Source: an optimization exercise on an open RTL-to-GDS flow (aim: small area and a short achievable clock period). Production flows keep margins and buffers that such runs may drop.
Function was checked by simulation only, so behaviour that the tests miss may differ from the original.
Power figures rest on the tool's default switching activity, not on a simulated workload.

==> build 14: inputs <==
## processor
module processor(
    input clk, reset,
    input [31:0] Instr,
    output [7:0] PC,
    output [31:0] Result
    );
    wire [6:0] opcode = Instr[6:0];
    wire [4:0] rd     = Instr[11:7];
    wire [2:0] funct3 = Instr[14:12];
    wire [4:0] rs1    = Instr[19:15];
    wire [4:0] rs2    = Instr[24:20];
    wire is_op, is_imm, is_load, is_store, reg_write;
    wire [31:0] A, B, R2, Y, WB, MemData, Imm;
    Controller controller(.Opcode(opcode), .IsOp(is_op), .IsImm(is_imm),
                          .IsLoad(is_load), .IsStore(is_store), .RegWrite(reg_write));
    wire s_type = Instr[5] & ~Instr[4];
    assign Imm = {{21{Instr[31]}}, Instr[30:25], s_type ? Instr[11:7] : Instr[24:20]};
    wire use_reg = Instr[5] & Instr[4];
    RegFile rf(.clk(clk), .reset(reset), .we(reg_write), .wa(rd), .wd(WB),
               .ra1(rs1), .ra2(rs2), .use_reg(use_reg), .imm(Imm),
               .rd1(A), .rdb(B), .rd2(R2));
    ALU_32 alu(.A(A), .B(B), .Funct3(funct3), .B30(Instr[30]), .Instr5(Instr[5]),
               .Instr4(Instr[4]), .MemData(MemData), .Y(Y), .WB(WB));
    DataMem dm(.clk(clk), .we(is_store), .addr(Y[8:2]), .wd(R2), .rd(MemData));
    FlipFlop pc_reg(.clk(clk), .reset(reset), .q(PC));
    assign Result = Y;
endmodule
==> flow/config.mk <==
export PLATFORM = sky130hd
export DESIGN_NAME = processor
export DESIGN_NICKNAME = processor
export VERILOG_FILES = /design/flow/design.v
export SDC_FILE = /design/flow/constraint.sdc
export NUM_CORES = 4
export LEC_CHECK = 0
export CAP_MARGIN = 30
export CORE_MARGIN = 2
export CORE_UTILIZATION = 45
export CTS_CLUSTER_DIAMETER = 100
export CTS_CLUSTER_SIZE = 20
export PLACE_DENSITY = 0.55
export SETUP_SLACK_MARGIN = 3.4
export SLEW_MARGIN = 45
export SYNTH_HIERARCHICAL = 1
export TNS_END_PERCENT = 5
==> flow/constraint.sdc <==
create_clock -name core_clock -period 12.0 [get_ports {clk}]
set_input_delay 2.4000 -clock core_clock [delete_from_list [all_inputs] [get_ports {clk}]]
set_output_delay 2.4000 -clock core_clock [all_outputs]
set_load 0.01 [all_outputs]
run.sh (not shown) runs the stock make flow with config.mk's settings and CLKGATE_MAP_FILE= SYNTH_SCRIPT=/design/flow/synth_recipe.tcl, a recipe that flattens the netlist after the stock synthesis.
==> build 25: changes against build 14 <==
--- a/flow/config.mk
+++ b/flow/config.mk
@@ -6,12 +6,12 @@
 export NUM_CORES = 4
 export LEC_CHECK = 0
-export CAP_MARGIN = 30
+export CAP_MARGIN = 20
 export CORE_MARGIN = 2
-export CORE_UTILIZATION = 45
+export CORE_UTILIZATION = 60
 export CTS_CLUSTER_DIAMETER = 100
 export CTS_CLUSTER_SIZE = 20
-export PLACE_DENSITY = 0.55
+export PLACE_DENSITY = 0.68
 export SETUP_SLACK_MARGIN = 3.4
-export SLEW_MARGIN = 45
+export SLEW_MARGIN = 25
 export SYNTH_HIERARCHICAL = 1
 export TNS_END_PERCENT = 5
==> comparison <==
- In build 25 the total power is smaller than in build 14, by 0.87%.
- In sequential power, build 25 and build 14 hardly differ.
- Between build 25 and build 14, the lower count of clock-buffer cells in the layout is in build 14 (gap 9).
- In build 25 the combinational power is smaller than in build 14, by about 3%.

* * *

==> inputs of build 22 <==
==> flow/design.v <==
`timescale 1ns / 1ps
module processor(
    input clk, reset,
    input [31:0] Instr,
    output [7:0] PC,
    output [31:0] Result
    );
    wire [6:0] opcode = Instr[6:0];
    wire [4:0] rd     = Instr[11:7];
    wire [2:0] funct3 = Instr[14:12];
    wire [4:0] rs1    = Instr[19:15];
    wire [4:0] rs2    = Instr[24:20];
    wire is_op, is_imm, is_load, is_store, reg_write;
    wire [31:0] A, B, R2, Y, WB, MemData, Imm;
    Controller controller(.Opcode(opcode), .IsOp(is_op), .IsImm(is_imm),
                          .IsLoad(is_load), .IsStore(is_store), .RegWrite(reg_write));
    wire s_type = Instr[5] & ~Instr[4];
    assign Imm = {{21{Instr[31]}}, Instr[30:25], s_type ? Instr[11:7] : Instr[24:20]};
    wire use_reg = Instr[5] & Instr[4];
    RegFile rf(.clk(clk), .reset(reset), .we(reg_write), .wa(rd), .wd(WB),
               .ra1(rs1), .ra2(rs2), .use_reg(use_reg), .imm(Imm),
               .rd1(A), .rdb(B), .rd2(R2));
    ALU_32 alu(.A(A), .B(B), .Funct3(funct3), .B30(Instr[30]), .Instr5(Instr[5]),
               .Instr4(Instr[4]), .MemData(MemData), .Y(Y), .WB(WB));
    DataMem dm(.clk(clk), .we(is_store), .addr(Y[8:2]), .wd(R2), .rd(MemData));
    FlipFlop pc_reg(.clk(clk), .reset(reset), .q(PC));
    assign Result = Y;
endmodule
`timescale 1ns / 1ps
module Controller(
    input [6:0] Opcode,
    output IsOp, IsImm, IsLoad, IsStore, RegWrite
    );
    assign IsOp    = (Opcode == 7'b0110011);
    assign IsImm   = (Opcode == 7'b0010011);
    assign IsLoad  = (Opcode == 7'b0000011);
    assign IsStore = (Opcode == 7'b0100011);
    assign RegWrite = IsOp | IsImm | IsLoad;
endmodule
`timescale 1ns / 1ps
module ALU_32(
    input [31:0] A, B,
    input [2:0] Funct3,
    input B30, Instr5, Instr4,
    input [31:0] MemData,
    output [31:0] Y, WB
    );
    wire ls    = ~Instr4;
    wire s_slt = (Funct3 == 3'b010) & ~ls;
    wire s_sub = (Funct3 == 3'b000) & B30 & Instr5 & Instr4;
    wire s_add = ~Funct3[2] & ~s_slt & ~s_sub;
    wire s_and = (Funct3 == 3'b101) | (Funct3 == 3'b111) | ((Funct3 == 3'b110) & ls);
    wire s_or  = (Funct3 == 3'b110) & ~ls;
    wire s_nor = (Funct3 == 3'b100);
    wire [31:0] x, gna, tna, gns, tns, ca, cs;
    genvar i;
    generate
        for (i = 0; i < 32; i = i + 1) begin : pg
            g_xor2   ux(.a(A[i]), .b(B[i]), .y(x[i]));
            g_pg_add ua(.a(A[i]), .b(B[i]), .gn(gna[i]), .tn(tna[i]));
            g_pg_sub us(.a(A[i]), .b(B[i]), .gn(gns[i]), .tn(tns[i]));
        end
    endgenerate
    KSCarry add_c(.gn0(gna), .tn0(tna), .c(ca));
    KSCarry sub_c(.gn0({gns[31:1], tns[0]}), .tn0(tns), .c(cs));
    wire [31:0] a_and = A & B;
    wire [31:0] a_or  = A | B;
    wire [31:0] lv = ({32{s_and}} & a_and) | ({32{s_or}} & a_or) | ({32{s_nor}} & ~a_or);
    wire e0 = lv[0] | ((s_add | s_sub) & x[0]);
    g_res0 r0(.e(e0), .s_slt(s_slt), .x31(x[31]), .a31(A[31]), .cs31(cs[31]), .y(Y[0]));
    generate
        for (i = 1; i < 32; i = i + 1) begin : res
            g_res u(.x(x[i]), .ca(ca[i-1]), .cs(cs[i-1]), .s_add(s_add), .s_sub(s_sub),
                    .l(lv[i]), .y(Y[i]));
        end
    endgenerate
    wire ld = ~Instr5 & ~Instr4;
    assign WB = ld ? MemData : Y;
endmodule
`timescale 1ns / 1ps
module RegDec(
    input [4:0] ra,
    input [31:1] v,
    input en,
    output [31:1] sel
    );
    genvar k;
    generate
        for (k = 1; k < 32; k = k + 1) begin : d
            assign sel[k] = en & v[k] & (ra == k);
        end
    endgenerate
endmodule
module ReadPort(
    input [31:0] s,
    input [32*32-1:0] q,
    output [31:0] y
    );
    genvar j, k;
    generate
        for (j = 0; j < 32; j = j + 1) begin : b
            wire [31:0] d;
            for (k = 0; k < 32; k = k + 1) begin : w
                assign d[k] = q[k*32 + j];
            end
            g_aomux32 m(.s(s), .d(d), .y(y[j]));
        end
    endgenerate
endmodule
module RegFile(
    input clk, reset, we,
    input [4:0] wa, ra1, ra2,
    input [31:0] wd,
    input use_reg,
    input [31:0] imm,
    output [31:0] rd1, rdb, rd2
    );
    wire [32*32-1:0] q;
    wire [31:1] v;
    genvar i;
    generate
        for (i = 1; i < 32; i = i + 1) begin : r
            reg [31:0] data;
            reg valid;
            wire wen = we & (wa == i);
            always @(posedge clk)
                if (wen) data <= wd;
            always @(posedge clk or posedge reset)
                if (reset) valid <= 1'b0;
                else if (wen) valid <= 1'b1;
            assign q[i*32 +: 32] = data;
            assign v[i] = valid;
        end
    endgenerate
    wire [31:1] s1, sb, s2;
    RegDec d1(.ra(ra1), .v(v), .en(1'b1),    .sel(s1));
    RegDec db(.ra(ra2), .v(v), .en(use_reg), .sel(sb));
    RegDec d2(.ra(ra2), .v(v), .en(1'b1),    .sel(s2));
    ReadPort p1(.s({s1, 1'b0}),     .q({q[32*32-1:32], 32'b0}), .y(rd1));
    ReadPort pb(.s({sb, ~use_reg}), .q({q[32*32-1:32], imm}),   .y(rdb));
    ReadPort p2(.s({s2, 1'b0}),     .q({q[32*32-1:32], 32'b0}), .y(rd2));
endmodule
`timescale 1 ns / 1 ps
module g_aomux32a(input [31:0] s, input [31:0] d, output y);
    wire [15:0] a;
    wire [3:0] n;
    genvar i;
    generate
        for (i = 0; i < 16; i = i + 1) begin : l1
            assign a[i] = ~((s[2*i] & d[2*i]) | (s[2*i+1] & d[2*i+1]));
        end
        for (i = 0; i < 4; i = i + 1) begin : l2
            assign n[i] = ~(a[4*i] & a[4*i+1] & a[4*i+2] & a[4*i+3]);
        end
    endgenerate
    assign y = |n;
endmodule
module DataMem(
    input clk, we,
    input [6:0] addr,
    input [31:0] wd,
    output [31:0] rd
    );
    wire [128*32-1:0] q;
    wire [127:0] sel;
    genvar w, j, c;
    generate
        for (w = 0; w < 128; w = w + 1) begin : m
            reg [31:0] data;
            assign sel[w] = (addr == w);
            always @(posedge clk)
                if (we && sel[w]) data <= wd;
            assign q[w*32 +: 32] = data;
        end
        for (j = 0; j < 32; j = j + 1) begin : b
            wire [3:0] part;
            for (c = 0; c < 4; c = c + 1) begin : c4
                wire [31:0] d;
                for (w = 0; w < 32; w = w + 1) begin : x
                    assign d[w] = q[(c*32 + w)*32 + j];
                end
                g_aomux32a u(.s(sel[c*32 +: 32]), .d(d), .y(part[c]));
            end
            assign rd[j] = |part;
        end
    endgenerate
endmodule
`timescale 1ns / 1ps
module FlipFlop(
    input clk, reset,
    output [7:0] q
    );
    reg [5:0] pc;
    always @(posedge clk)
        if (reset) pc <= 6'b0;
        else pc <= pc + 6'd1;
    assign q = {pc, 2'b00};
endmodule
`timescale 1ns / 1ps
module g_aoi22(input a1, a2, b1, b2, output y);
    assign y = ~((a1 & a2) | (b1 & b2));
endmodule
module g_nand4(input a, b, c, d, output y);
    assign y = ~(a & b & c & d);
endmodule
module g_nor2(input a, b, output y);
    assign y = ~(a | b);
endmodule
module g_nand2(input a, b, output y);
    assign y = ~(a & b);
endmodule
module g_inv(input a, output y);
    assign y = ~a;
endmodule
module g_pre_n(input gn_hi, tn_hi, gn_lo, tn_lo, output g, t);
    assign g = ~(gn_hi & (tn_hi | gn_lo));
    assign t = ~(tn_hi | tn_lo);
endmodule
module g_pre_p(input g_hi, t_hi, g_lo, t_lo, output gn, tn);
    assign gn = ~(g_hi | (t_hi & g_lo));
    assign tn = ~(t_hi & t_lo);
endmodule
module g_aomux32(input [31:0] s, input [31:0] d, output y);
    wire [15:0] a;
    wire [3:0] n;
    wire [1:0] o;
    genvar i;
    generate
        for (i = 0; i < 16; i = i + 1) begin : l1
            assign a[i] = ~((s[2*i] & d[2*i]) | (s[2*i+1] & d[2*i+1]));
        end
        for (i = 0; i < 4; i = i + 1) begin : l2
            assign n[i] = ~(a[4*i] & a[4*i+1] & a[4*i+2] & a[4*i+3]);
        end
    endgenerate
    g_nor2  u0(.a(n[0]), .b(n[1]), .y(o[0]));
    g_nor2  u1(.a(n[2]), .b(n[3]), .y(o[1]));
    g_nand2 u2(.a(o[0]), .b(o[1]), .y(y));
endmodule
module g_pg_add(input a, b, output gn, tn);
    assign gn = ~(a & b);
    assign tn = ~(a | b);
endmodule
module g_pg_sub(input a, b, output gn, tn);
    assign gn = ~(a & ~b);
    assign tn = ~(a | ~b);
endmodule
module g_xor2(input a, b, output y);
    assign y = a ^ b;
endmodule
module KSCarry(input [31:0] gn0, tn0, output [31:0] c);
    wire [32*5-1:0] g, t;
    assign g[31:0] = gn0;
    assign t[31:0] = tn0;
    genvar l, i;
    generate
        for (l = 0; l < 5; l = l + 1) begin : lev
            for (i = 0; i < 32; i = i + 1) begin : b
                if (i >= (1 << l) && l == 4) begin : last
                    assign c[i] = ~(g[l*32+i] & (t[l*32+i] | g[l*32+i-(1<<l)]));
                end else if (i >= (1 << l)) begin : cl
                    if (l % 2 == 0) begin : n
                        g_pre_n u(.gn_hi(g[l*32+i]), .tn_hi(t[l*32+i]),
                                  .gn_lo(g[l*32+i-(1<<l)]), .tn_lo(t[l*32+i-(1<<l)]),
                                  .g(g[(l+1)*32+i]), .t(t[(l+1)*32+i]));
                    end else begin : p
                        g_pre_p u(.g_hi(g[l*32+i]), .t_hi(t[l*32+i]),
                                  .g_lo(g[l*32+i-(1<<l)]), .t_lo(t[l*32+i-(1<<l)]),
                                  .gn(g[(l+1)*32+i]), .tn(t[(l+1)*32+i]));
                    end
                end else if (l == 4) begin : wl
                    assign c[i] = ~g[l*32+i];
                end else begin : w
                    g_inv u(.a(g[l*32+i]), .y(g[(l+1)*32+i]));
                    assign t[(l+1)*32+i] = 1'b0;
                end
            end
        end
    endgenerate
endmodule
module g_res(input x, ca, cs, s_add, s_sub, l, output y);
    assign y = l | (s_add & (x ^ ca)) | (s_sub & ~(x ^ cs));
endmodule
module g_res0(input e, s_slt, x31, a31, cs31, output y);
    assign y = e | (s_slt & (x31 ? a31 : ~cs31));
endmodule
==> flow/run.sh <==
#!/bin/bash
# synth_recipe.tcl (not shown) runs the flow's synth.tcl, then flattens the netlist and writes it again
# the make line also repeats each setting of config.mk as NAME=value (left out here)
make -C /OpenROAD-flow-scripts/flow DESIGN_CONFIG=/design/flow/config.mk WORK_HOME=/design/flow/orfs CLKGATE_MAP_FILE= SYNTH_SCRIPT=/design/flow/synth_recipe.tcl finish
==> flow/config.mk <==
export PLATFORM = sky130hd
export DESIGN_NAME = processor
export DESIGN_NICKNAME = processor
export VERILOG_FILES = /design/flow/design.v
export SDC_FILE = /design/flow/constraint.sdc
export NUM_CORES = 4
export LEC_CHECK = 0
export CAP_MARGIN = 30
export CORE_MARGIN = 2
export CORE_UTILIZATION = 55
export CTS_CLUSTER_DIAMETER = 100
export CTS_CLUSTER_SIZE = 20
export PLACE_DENSITY = 0.62
export SETUP_SLACK_MARGIN = 4.0
export SLEW_MARGIN = 45
export SYNTH_HIERARCHICAL = 1
export TNS_END_PERCENT = 5
==> flow/constraint.sdc <==
create_clock -name core_clock -period 12.0 [get_ports {clk}]
set_input_delay 2.4000 -clock core_clock [delete_from_list [all_inputs] [get_ports {clk}]]
set_output_delay 2.4000 -clock core_clock [all_outputs]
set_load 0.01 [all_outputs]
==> build 64: changes against build 22 <==
--- a/flow/design.v
+++ b/flow/design.v
@@ -143,16 +143,2 @@
 `timescale 1 ns / 1 ps
-module g_aomux32a(input [31:0] s, input [31:0] d, output y);
-    wire [15:0] a;
-    wire [3:0] n;
-    genvar i;
-    generate
-        for (i = 0; i < 16; i = i + 1) begin : l1
-            assign a[i] = ~((s[2*i] & d[2*i]) | (s[2*i+1] & d[2*i+1]));
-        end
-        for (i = 0; i < 4; i = i + 1) begin : l2
-            assign n[i] = ~(a[4*i] & a[4*i+1] & a[4*i+2] & a[4*i+3]);
-        end
-    endgenerate
-    assign y = |n;
-endmodule
 module DataMem(
@@ -181,5 +167,8 @@
                 end
-                g_aomux32a u(.s(sel[c*32 +: 32]), .d(d), .y(part[c]));
+                g_aomux32 u(.s(sel[c*32 +: 32]), .d(d), .y(part[c]));
             end
-            assign rd[j] = |part;
+            wire [1:0] o;
+            g_nor2  u0(.a(part[0]), .b(part[1]), .y(o[0]));
+            g_nor2  u1(.a(part[2]), .b(part[3]), .y(o[1]));
+            g_nand2 u2(.a(o[0]), .b(o[1]), .y(rd[j]));
         end
- CAP_MARGIN: 30 -> 20
- CORE_UTILIZATION: 55 -> 60
- CTS_CLUSTER_DIAMETER: 100 -> 120
- CTS_CLUSTER_SIZE: 20 -> 24
- PLACE_DENSITY: 0.62 -> 0.68
- SETUP_SLACK_MARGIN: 4.0 -> 3.1
- SLEW_MARGIN: 45 -> 25
==> qor summary <==
item                                                                build 64                    build 22
Outcome                                             timing/DRC/antenna clean             failed layout checks
Layout check failures                                                      -          antenna violations
Capturing point of the worst reg2reg path          rf.r[5].data[0]$_DFFE_PP_  rf.r[29].data[4]$_DFFE_PP_
Antenna violations before repair                                          40                          99
Switching Fraction                                                     25.7%                       26.8%
HPWL reported at the end of detailed placement                     474000 um                   495000 um
Crit path buffers/inverters                                               11                          10
Wirelength per Cell                                                  41.0 um                     42.6 um
Required time at the worst-slack endpoint                           12.69 ns                     9.60 ns
TritonCTS buffer count                                                   237                         297
Horizontal extent of the die                                          581 um                      606 um
Sw power                                                             8570 uW                     9600 uW
Cell area after placement                                       217000 sq um                218000 sq um
Standby leakage power                                              0.0660 uW                   0.0701 uW
Syn avg cell area                                                 16.6 sq um                  17.1 sq um
First-pass iteration count of the detailed router                          9                          11
Die ar.                                                         337000 sq um                368000 sq um
Vertical extent of the die                                            581 um                      606 um
Total number of cells along the worst setup path                          32                          25
Post-CTS sizing                                                          814                        1425

[static timing again, ports no longer ideal]
The flow's constraints put no driver on any port. The routed layouts listed below were extracted and timed again, unchanged, in two steps.
Step 1 (the two cells are an assumption about what drives the block):
set clk [get_ports {clk}]
set_driving_cell -lib_cell sky130_fd_sc_hd__clkbuf_16 $clk
set_driving_cell -lib_cell sky130_fd_sc_hd__buf_2 [delete_from_list [all_inputs] $clk]
Step 2 also shifts input and output timing later by t, the mid clock arrival at the registers, as if the neighbouring blocks saw the same clock.
Three values: no drivers, after step 1, after step 2; two values: the first two.
run | shift t [ns] | slack for setup (ns) | clock arrival spread, ns
build 14 | 1.090 | 3.073 / 3.027 / 2.188 | 0.065 / 0.065
build 25 | 1.079 | 3.033 / 2.991 / 1.946 | 0.053 / 0.053
build 22 | 1.071 | 2.879 / 2.743 / 1.784 | 0.080 / 0.079
build 64 | 1.118 | 2.949 / 2.820 / 1.855 | 0.127 / 0.127
The setup slack of build 22, which loses most, moves by -0.136 ns with the drivers and by -1.095 ns with both steps.
